Background: an optimization exercise with open tools, aiming at small area, a short achievable clock period and few clock cycles. Do not read the settings as production practice. Only the layout flow was run in this run; the RTL was not checked for function there. Power is estimated from default activity; no workload was simulated.

`design/flow/config.mk`:
```
export PLATFORM = sky130hd
export DESIGN_NAME = LASER
export DESIGN_NICKNAME = LASER
export VERILOG_FILES = /design/flow/design.v
export SDC_FILE = /design/flow/constraint.sdc
export NUM_CORES = 4
export LEC_CHECK = 0
export CAP_MARGIN = 20
export CORE_MARGIN = 2
export CORE_UTILIZATION = 40
export PLACE_DENSITY = 0.6
export SLEW_MARGIN = 20
```
`design/flow/constraint.sdc`:
```
create_clock -name core_clock -period 10.0 [get_ports {CLK}]
set_input_delay 2.0000 -clock core_clock [delete_from_list [all_inputs] [get_ports {CLK}]]
set_output_delay 2.0000 -clock core_clock [all_outputs]
set_load 0.01 [all_outputs]
```
`design/flow/design.v`:
```
module LASER (
    input CLK,
    input RST,
    input [3:0] X,
    input [3:0] Y,
    output reg [3:0] C1X,
    output reg [3:0] C1Y,
    output reg [3:0] C2X,
    output reg [3:0] C2Y,
    output reg DONE
);
localparam S_LOAD = 3'd0, S_ISSUE = 3'd1, S_W1 = 3'd2, S_W2 = 3'd3,
           S_FIN = 3'd4, S_MEMO = 3'd5, S_DONE = 3'd6;
reg [2:0] st;
reg [5:0] lcnt;
reg [3:0] rcy;           
reg       p1;            
reg       rA;            
reg [3:0] px [0:39];
reg [3:0] py [0:39];
reg       inc [0:39];    
reg [2:0] wc [0:39];     
integer i;
wire issue_row = (st == S_ISSUE);
wire issue_R   = (st == S_FIN);       
wire [3:0] w_cy = issue_R ? by : rcy;
function [2:0] rowcls(input [3:0] y, input [3:0] cy);
    reg [3:0] dy;
    begin
        dy = (y > cy) ? y - cy : cy - y;
        case (dy)
            4'd0: rowcls = 3'd4;
            4'd1, 4'd2: rowcls = 3'd3;
            4'd3: rowcls = 3'd2;
            4'd4: rowcls = 3'd1;
            default: rowcls = 3'd0;
        endcase
    end
endfunction
reg        m_v, m_R, m_mode15, m_first;
reg [1:0]  m_vcls;       
reg [3:0]  m_cy;
reg [3:0] bx, by;        
reg [5:0] mr;            
wire [10:0] mask [0:39];
wire [39:0] inc_new;
wire [39:0] colbits [0:10];
reg  [10:0] m_selh;      
function cov(input [15:0] o, input [2:0] cls, input integer c);
    integer v, ad;
    begin
        cov = 1'b0;
        for (v = 0; v < 16; v = v + 1) begin
            ad = (v > c) ? v - c : c - v;
            if (ad == 0)      cov = cov | (o[v] & (cls != 3'd0));
            else if (ad <= 2) cov = cov | (o[v] & (cls >= 3'd2));
            else if (ad == 3) cov = cov | (o[v] & (cls >= 3'd3));
            else if (ad == 4) cov = cov | (o[v] & (cls == 3'd4));
        end
    end
endfunction
genvar g, u;
generate
    for (g = 0; g < 40; g = g + 1) begin : PT
        wire [15:0] oh = 16'd1 << px[g];
        for (u = 0; u < 11; u = u + 1) begin : UN
            if (u < 2) begin : M2
                assign mask[g][u] = m_mode15 ? cov(oh, wc[g], 15 - u) : cov(oh, wc[g], 13 - u);
            end else begin : M1
                assign mask[g][u] = cov(oh, wc[g], 13 - u);
            end
            assign colbits[u][g] = mask[g][u] | inc[g];
        end
        assign inc_new[g] = |(mask[g] & m_selh);
    end
endgenerate
wire [5:0] pcnt [0:10];
generate
    for (u = 0; u < 11; u = u + 1) begin : PC
        pc40 upc (.v(colbits[u]), .s(pcnt[u]));
    end
endgenerate
reg [5:0]  cnt [0:10];
reg        s_v, s_mode15, s_first;
reg [10:0] s_valid, s_nonref;
reg [3:0]  s_cy;
wire [3:0] refx = ls ? C1X : C2X;
wire [3:0] refy = ls ? C1Y : C2Y;
reg ls;
wire [10:0] m_valid = (m_vcls == 2'd1) ? 11'b00000000011 :
                      (m_vcls == 2'd2) ? 11'b11111111110 : 11'b11111111111;
wire [10:0] m_isref;
generate
    for (u = 0; u < 11; u = u + 1) begin : RF
        wire [3:0] cxu = m_mode15 ? (4'd15 - u) : (4'd13 - u);
        assign m_isref[u] = (cxu == refx) && (m_cy == refy);
    end
endgenerate
wire [10:0] att;
wire [10:0] cand;
generate
    for (u = 0; u < 11; u = u + 1) begin : SU
        wire [10:0] ge;
        for (g = 0; g < 11; g = g + 1) begin : GE
            assign ge[g] = !s_valid[g] || (cnt[u] >= cnt[g]);
        end
        assign att[u] = s_valid[u] && (&ge);
        assign cand[u] = att[u] && s_nonref[u];
    end
endgenerate
reg [5:0] m_row;
reg [3:0] lidx;
reg       hasL;
integer k;
always @(*) begin
    m_row = 6'd0;
    for (k = 0; k < 11; k = k + 1)
        m_row = m_row | (att[k] ? cnt[k] : 6'd0);
    lidx = 4'd0;
    hasL = 1'b0;
    for (k = 0; k < 11; k = k + 1)
        if (cand[k]) begin lidx = k; hasL = 1'b1; end
end
wire [3:0] lx = (s_mode15 ? 4'd15 : 4'd13) - lidx;
reg [5:0] last, mb;
reg       improve;
reg [1:0] np;            
wire fin   = (st == S_FIN) || (st == S_MEMO);
wire [3:0] ox = (st == S_MEMO) ? (ls ? C2X : C1X) : bx;
wire [3:0] oy = (st == S_MEMO) ? (ls ? C2Y : C1Y) : by;
wire [5:0] om = (st == S_MEMO) ? mb : mr;
wire [3:0] vx = ls ? C2X : C1X;
wire [3:0] vy = ls ? C2Y : C1Y;
wire stop = (last == om) && !improve;
wire hit  = (np == 2'd2) && (ox == vx) && (oy == vy);
always @(posedge CLK or posedge RST) begin
    if (RST) begin
        st <= S_LOAD;
        lcnt <= 6'd0;
        DONE <= 1'b0;
        m_v <= 1'b0;
        s_v <= 1'b0;
    end else begin
        DONE <= 1'b0;
        m_v <= issue_row;
        s_v <= m_v;
        case (st)
            S_LOAD: begin
                lcnt <= lcnt + 6'd1;
                if (lcnt == 6'd39) st <= S_ISSUE;
            end
            S_ISSUE: if (rcy == 4'd12 && !rA) st <= S_W1;
            S_W1: st <= S_W2;
            S_W2: st <= S_FIN;
            S_FIN, S_MEMO: begin
                if (stop) begin
                    st <= S_DONE;
                    DONE <= 1'b1;
                end else if (hit) st <= S_MEMO;
                else if (st == S_FIN) st <= S_ISSUE;
            end
            S_DONE: begin
                st <= S_LOAD;
                lcnt <= 6'd0;
            end
            default: st <= S_LOAD;
        endcase
    end
end
always @(posedge CLK) begin
    for (i = 0; i < 39; i = i + 1) begin
        px[i] <= px[i+1];
        py[i] <= py[i+1];
        wc[i] <= rowcls(py[i+1], w_cy);
        inc[i] <= (st == S_LOAD) ? 1'b0 : (m_R ? inc_new[i+1] : inc[i+1]);
    end
    px[39] <= (st == S_LOAD) ? X : px[0];
    py[39] <= (st == S_LOAD) ? Y : py[0];
    wc[39] <= rowcls(py[0], w_cy);
    inc[39] <= (st == S_LOAD) ? 1'b0 : (m_R ? inc_new[0] : inc[0]);
    if (st == S_LOAD) begin
        rcy <= 4'd0;
        rA <= 1'b1;
        p1 <= 1'b1;
    end else if (st == S_ISSUE) begin
        if (rA) rA <= 1'b0;
        else rcy <= rcy + 4'd1;
    end else if (st == S_FIN) begin
        rcy <= 4'd2;
        p1 <= 1'b0;
    end
    m_R <= issue_R;
    m_mode15 <= issue_R ? (bx > 4'd13) : rA;
    m_selh <= 11'd1 << ((bx > 4'd13) ? 4'd15 - bx : 4'd13 - bx);
    m_first <= rA || (!p1 && rcy == 4'd2);
    m_vcls <= rA ? 2'd1 : (!p1 && rcy == 4'd2) ? 2'd2 : 2'd0;
    m_cy <= rcy;
    for (i = 0; i < 11; i = i + 1) cnt[i] <= pcnt[i];
    s_mode15 <= m_mode15;
    s_first <= m_first;
    s_valid <= m_valid;
    s_nonref <= ~m_isref;
    s_cy <= m_cy;
    if (s_v) begin
        if (s_first || m_row > mr) begin
            mr <= m_row;
            bx <= hasL ? lx : refx;
            by <= hasL ? s_cy : refy;
        end else if (m_row == mr && hasL) begin
            bx <= lx;
            by <= s_cy;
        end
    end
    if (st == S_LOAD) begin
        C1X <= 4'd0; C1Y <= 4'd0; C2X <= 4'd0; C2Y <= 4'd0;
        ls <= 1'b0;
        last <= 6'd0;
        improve <= 1'b1;
        np <= 2'd0;
    end else if (fin) begin
        ls <= ~ls;
        if (!ls) begin C1X <= ox; C1Y <= oy; end
        else begin C2X <= ox; C2Y <= oy; end
        mb <= last;
        if (np != 2'd2) np <= np + 2'd1;
        if (last == om) begin
            if (improve) improve <= 1'b0;
        end else last <= om;
    end
end
endmodule
module pc40(input [39:0] v, output [5:0] s);
  wire t1;
  wire t2;
  wire t3;
  wire t4;
  wire t5;
  wire t6;
  wire t7;
  wire t8;
  wire t9;
  wire t10;
  wire t11;
  wire t12;
  wire t13;
  wire t14;
  wire t15;
  wire t16;
  wire t17;
  wire t18;
  wire t19;
  wire t20;
  wire t21;
  wire t22;
  wire t23;
  wire t24;
  wire t25;
  wire t26;
  wire t27;
  wire t28;
  wire t29;
  wire t30;
  wire t31;
  wire t32;
  wire t33;
  wire t34;
  wire t35;
  wire t36;
  wire t37;
  wire t38;
  wire t39;
  wire t40;
  wire t41;
  wire t42;
  wire t43;
  wire t44;
  wire t45;
  wire t46;
  wire t47;
  wire t48;
  wire t49;
  wire t50;
  wire t51;
  wire t52;
  wire t53;
  wire t54;
  wire t55;
  wire t56;
  wire t57;
  wire t58;
  wire t59;
  wire t60;
  wire t61;
  wire t62;
  wire t63;
  wire t64;
  wire t65;
  wire t66;
  assign t1 = v[39] ^ v[38] ^ v[37];
  assign t2 = (v[39] & v[38]) | (v[39] & v[37]) | (v[38] & v[37]);
  assign t3 = v[36] ^ v[35] ^ v[34];
  assign t4 = (v[36] & v[35]) | (v[36] & v[34]) | (v[35] & v[34]);
  assign t5 = v[33] ^ v[32] ^ v[31];
  assign t6 = (v[33] & v[32]) | (v[33] & v[31]) | (v[32] & v[31]);
  assign t7 = v[30] ^ v[29] ^ v[28];
  assign t8 = (v[30] & v[29]) | (v[30] & v[28]) | (v[29] & v[28]);
  assign t9 = v[27] ^ v[26] ^ v[25];
  assign t10 = (v[27] & v[26]) | (v[27] & v[25]) | (v[26] & v[25]);
  assign t11 = v[24] ^ v[23] ^ v[22];
  assign t12 = (v[24] & v[23]) | (v[24] & v[22]) | (v[23] & v[22]);
  assign t13 = v[21] ^ v[20] ^ v[19];
  assign t14 = (v[21] & v[20]) | (v[21] & v[19]) | (v[20] & v[19]);
  assign t15 = v[18] ^ v[17] ^ v[16];
  assign t16 = (v[18] & v[17]) | (v[18] & v[16]) | (v[17] & v[16]);
  assign t17 = v[15] ^ v[14] ^ v[13];
  assign t18 = (v[15] & v[14]) | (v[15] & v[13]) | (v[14] & v[13]);
  assign t19 = v[12] ^ v[11] ^ v[10];
  assign t20 = (v[12] & v[11]) | (v[12] & v[10]) | (v[11] & v[10]);
  assign t21 = v[9] ^ v[8] ^ v[7];
  assign t22 = (v[9] & v[8]) | (v[9] & v[7]) | (v[8] & v[7]);
  assign t23 = v[6] ^ v[5] ^ v[4];
  assign t24 = (v[6] & v[5]) | (v[6] & v[4]) | (v[5] & v[4]);
  assign t25 = v[3] ^ v[2] ^ v[1];
  assign t26 = (v[3] & v[2]) | (v[3] & v[1]) | (v[2] & v[1]);
  assign t27 = v[0] ^ t25 ^ t23;
  assign t28 = (v[0] & t25) | (v[0] & t23) | (t25 & t23);
  assign t29 = t21 ^ t19 ^ t17;
  assign t30 = (t21 & t19) | (t21 & t17) | (t19 & t17);
  assign t31 = t15 ^ t13 ^ t11;
  assign t32 = (t15 & t13) | (t15 & t11) | (t13 & t11);
  assign t33 = t9 ^ t7 ^ t5;
  assign t34 = (t9 & t7) | (t9 & t5) | (t7 & t5);
  assign t35 = t26 ^ t24 ^ t22;
  assign t36 = (t26 & t24) | (t26 & t22) | (t24 & t22);
  assign t37 = t20 ^ t18 ^ t16;
  assign t38 = (t20 & t18) | (t20 & t16) | (t18 & t16);
  assign t39 = t14 ^ t12 ^ t10;
  assign t40 = (t14 & t12) | (t14 & t10) | (t12 & t10);
  assign t41 = t8 ^ t6 ^ t4;
  assign t42 = (t8 & t6) | (t8 & t4) | (t6 & t4);
  assign t43 = t3 ^ t1 ^ t33;
  assign t44 = (t3 & t1) | (t3 & t33) | (t1 & t33);
  assign t45 = t31 ^ t29 ^ t27;
  assign t46 = (t31 & t29) | (t31 & t27) | (t29 & t27);
  assign t47 = t2 ^ t41 ^ t39;
  assign t48 = (t2 & t41) | (t2 & t39) | (t41 & t39);
  assign t49 = t37 ^ t35 ^ t34;
  assign t50 = (t37 & t35) | (t37 & t34) | (t35 & t34);
  assign t51 = t32 ^ t30 ^ t28;
  assign t52 = (t32 & t30) | (t32 & t28) | (t30 & t28);
  assign t53 = t42 ^ t40 ^ t38;
  assign t54 = (t42 & t40) | (t42 & t38) | (t40 & t38);
  assign t55 = t51 ^ t49 ^ t47;
  assign t56 = (t51 & t49) | (t51 & t47) | (t49 & t47);
  assign t57 = t36 ^ t53 ^ t52;
  assign t58 = (t36 & t53) | (t36 & t52) | (t53 & t52);
  assign t59 = t46 ^ t44 ^ t55;
  assign t60 = (t46 & t44) | (t46 & t55) | (t44 & t55);
  assign t61 = t50 ^ t48 ^ t57;
  assign t62 = (t50 & t48) | (t50 & t57) | (t48 & t57);
  assign t63 = t56 ^ t61 ^ t60;
  assign t64 = (t56 & t61) | (t56 & t60) | (t61 & t60);
  assign t65 = t54 ^ t58 ^ t62;
  assign t66 = (t54 & t58) | (t54 & t62) | (t58 & t62);
  assign s = {1'b0,t66,t64,t63,t59,t43} + {1'b0,1'b0,t65,1'b0,1'b0,t45};
endmodule
```
`design/flow/run.sh`:
```
#!/bin/bash
# synth_recipe.tcl (not shown) runs the flow's synth.tcl, then flattens the netlist and writes it again
# the make line also repeats each setting of config.mk as NAME=value (left out here)
make -C /OpenROAD-flow-scripts/flow DESIGN_CONFIG=/design/flow/config.mk WORK_HOME=/design/flow/orfs CLKGATE_MAP_FILE= SYNTH_SCRIPT=/design/flow/synth_recipe.tcl finish
```
==> impl_metrics.yaml <==
status:
  status: "no timing/DRC/antenna violations"
route:
  drtPass1Iterations: 8
  drt-initial-drc-count: 10800
  routed_wirelength_mm: 308
  wl_per_cell_um: 24.0
  viasPerCell: 6.33
  drc: 0
  antenna_left: 0
  vias: 81200
setup_path:
  critPathMaxFanout: 25
  crit_arrival_ps: 7190
  crit_top_cell: "fa_1"
  crit_chain: "nor4bb_1 > a21oi_1 > o2bb2ai_1 > mux2_2 > a21oi_1 > maj3_1 > o22ai_1 > nor2_1 > fa_1 > fa_1 > fa_1 > inv_1 > fa_1 > fa_1 > fa_1 > ha_1 > a31oi_1 > xnor2_1"
  crit_slowest_cell: "dfxtp_1"
  worstPathRequired_ps: 10680
  worstSetupPathType: "reg -> reg"
  critPathMaxStageDelay_ps: 860
  endpoint_kind: "flop"
  cp-start-kind: "flop"
  rrSetupSlack_ps: 3490
timing:
  rsz0062_at_grt: "no"
  finClkSkew_ps: 49.7
  tightest_slew_ps: 1190
  hold_viol_final: 0
  max_freq_mhz: 154
  finalSetupViolCount: 0
  tns_ps: 0
  post-route-period-util: 0.651
  max-slew-margin-rel: 0.202
  min_period_ps: 6510
  slew_violations: 0
clocking:
  cts_hold_buf: 0
  cts.sinks: 649
  worstSkewPairLatency_ps: 770
  tritoncts: "built"
  cts_made_buffers: 84
  clkTransAtPathRegs_ps: 60
  post_cts_buffers: 0
  clockRootBuffer: "clkbuf_16"
  cts_resized: 0
  clockBufferDepth: 3
  htreeDepth: 3
power_and_ir_drop:
  cellPowerDensity_nw_per_um2: 208
  p_leak_nw: 34.0
  vdd.ir_drop.worst_uv: 246
global_route:
  gr-total-overflow: 0
  grt_start_max_net_pins: 75
  track_usage: 0.296
  antenna_found_initial: 8
  grt_pass1_wl_mm: 462
  grt_pass1_vias: 74300
min_path:
  hp-class: "reg -> reg"
synth:
  synthTopCellsByCount: "1,022 x nor2_1, 1,013 x a21oi_1, 998 x nand2_1, 810 x inv_1, 786 x o21ai_0"
  synth_area_um2: 78800
  synth_top_area_share: 0.157
  ys_async_sr_fraction: 0.0185
  ys_types: 94
  synth_top_cell_by_area: "dfxtp_1"
  ys_ff_latch: 649
  synth-seq-area-share: 0.168
  yosys_warnings: 11
  synth_fp_nets: 11800
  synth_ff_type: "dfxtp_1"
  synth_area_per_cell_um2: 7.40
  synth_edf_count: 20
  yosysMostFrequentCell: "nor2_1"
  syn_inst: 10700
  synth_area_leaders: "dfxtp_1 16%, fa_1 11%, ha_1 11%, a21oi_1 6.4%, o21ai_0 5.0%"
floorplan:
  dieArea_um2: 201000
  initial_utilization: 0.403
  io_pins: 27
  row_count: 162
  die_h_um: 448
  die_w_um: 448
  core_area_um2: 195000
placement:
  port_buffers: 26
  dpl.hpwl_mm: 229
  placed_cell_area_um2: 80400
  finalWeightedCongestion: 1.07
finish:
  multi_input_area_um2: 59800
  drive_gt1_frac: 0.0482
  design_area_um2: 83500
  nNetsFinal: 11300
  nFillCells: 19800
  syn_to_final_growth_pct: 5.90
  regArea_um2: 13300
job:
  cap_violations: 0
power by group:
group | total, W | switching, W | internal, W | leakage (nW)
Combinational | 0.0103 | 0.00649 | 0.00382 | 27.0
Clock | 0.00333 | 0.00137 | 0.00196 | 1.45
Sequential | 0.00375 | 0.000852 | 0.00290 | 5.48
area by class of cell:
| class | instances | share of cell area |
|---|---|---|
| diodes | 4 | 0.000120 |
| clock buffers | 110 | 0.0281 |
| clock inverters | 44 | 0.00802 |
| inverters | 833 | 0.0375 |
| multi-input cells | 8450 | 0.716 |
| flip-flops and latches | 649 | 0.159 |
| well taps | 2624 | 0.0393 |
| repair buffers | 119 | 0.0116 |
worst paths after layout:
check,startpoint,to,cells past startpoint
worst max-delay path,px[30][2],cnt[1][4],18
worst min-delay path,m_first,s_first,0
min in group asynchronous,RST,st[2],2
max in group asynchronous,RST,lcnt[2],2
worst min register to register,m_first,s_first,0
worst max register to register,px[30][2],cnt[1][4],18
layout by cell type, fill, tap and decap left out, types with 102 or more instances in the layout:
cell type / synthesis / layout
mux2i_1: 156 / 155
o21ai_0: 786 / 786
nor3_1: 177 / 175
ha_1: 697 / 697
nor2b_1: 179 / 179
a21o_1: 173 / 172
nand4_1: 102 / 102
fa_1: 443 / 443
or2_2: 193 / 193
a22oi_1: 121 / 121
a31oi_1: 157 / 157
nor2_1: 1022 / 1022
dfxtp_1: 617 / 604
nand2_1: 998 / 998
a21oi_1: 1013 / 1012
nand3_1: 218 / 218
nand2b_1: 204 / 204
inv_1: 810 / 806
o22ai_1: 184 / 184
through the flow:
stage               power (W)  setup WS, ps  cells  utilization  hold WS (ps)
CTS                    0.0170          3570  12800        0.427           338
global placement       0.0133          3580  12700        0.412           320
floorplan             0.00981          1330  10700            -           310
detailed placement     0.0136          3610  12700        0.412           324
global route           0.0184          3110  12800        0.427           344
finish                 0.0174          3490  12800        0.427           333
cells by family (layout without fill, tap and decap cells):
kind of cell	after synthesis	after routing	share of synthesized area
adder cells (fa/ha/maj)	1152	1152	0.225
XOR/XNOR	165	165	0.0183
flip-flops	649	649	0.168
AND/OR/NAND/NOR	3376	3376	0.200
other	0	4	0
buffers and inverters	1551	1106	0.0739
multiplexers	170	170	0.0220
AO/OA/AOI/OAI	3587	3587	0.293
flip-flops by register name, indices dropped and copies added, names as in the netlist, 3 cells and up:
register / cells
C1X: 4
C1Y: 4
C2X: 4
C2Y: 4
bx: 4
by: 4
cnt: 66
inc: 40
last: 6
lcnt: 6
m_cy: 4
m_selh: 11
mb: 6
mr: 6
px: 160
py: 160
rcy: 4
s_cy: 4
s_nonref: 11
st: 3
wc: 120
metal layers:
layer  vias to the layer above  track usage  part of all wire
li1                      37200            -                 -
met1                     38600        0.402              0.41
met2                      4583        0.442              0.42
met3                       883       0.0537             0.099
met4                         2        0.161             0.063
met5                         -            0          0.000039
worst max-delay path, delay by kind of cell (launching register included):
kind,cells,cell delay [ps]
buffers and inverters,1,70
AOI/OAI and AO/OA,5,830
DFF,1,860
and+or+nand+nor,2,620
adders and majority gates,8,3710
muxes,1,180
xor gates and xnor gates,1,150

## what the ideal ports hide
In the flow no input, the clock included, has a driving cell. The finished layout below was timed again as built, in two steps.
Step 1: set_driving_cell puts a clkbuf_16 on CLK and a buf_2 on each other input, an assumption about the parent block.
Step 2 adds t to the input delays and takes it off the output delays; t is the mean of the earliest and latest rising clock arrival at the registers after step 1. Input paths then give back, and output paths get back, about the clock's delay inside the block.
a / b / c = ideal ports / drivers / drivers and shift; a / b = the first two.
shift t [ns]: 0.829
setup slack, ns: 3.493 / 3.493 / 3.493
worst setup path after step 2: register to register
latest minus earliest clock arrival (ns): 0.050 / 0.049
pins driven straight from the clock port: 1
After both steps this run still meets setup and hold. The setup slack of this run moves by 0.000 ns with the drivers and by 0.000 ns with both steps.
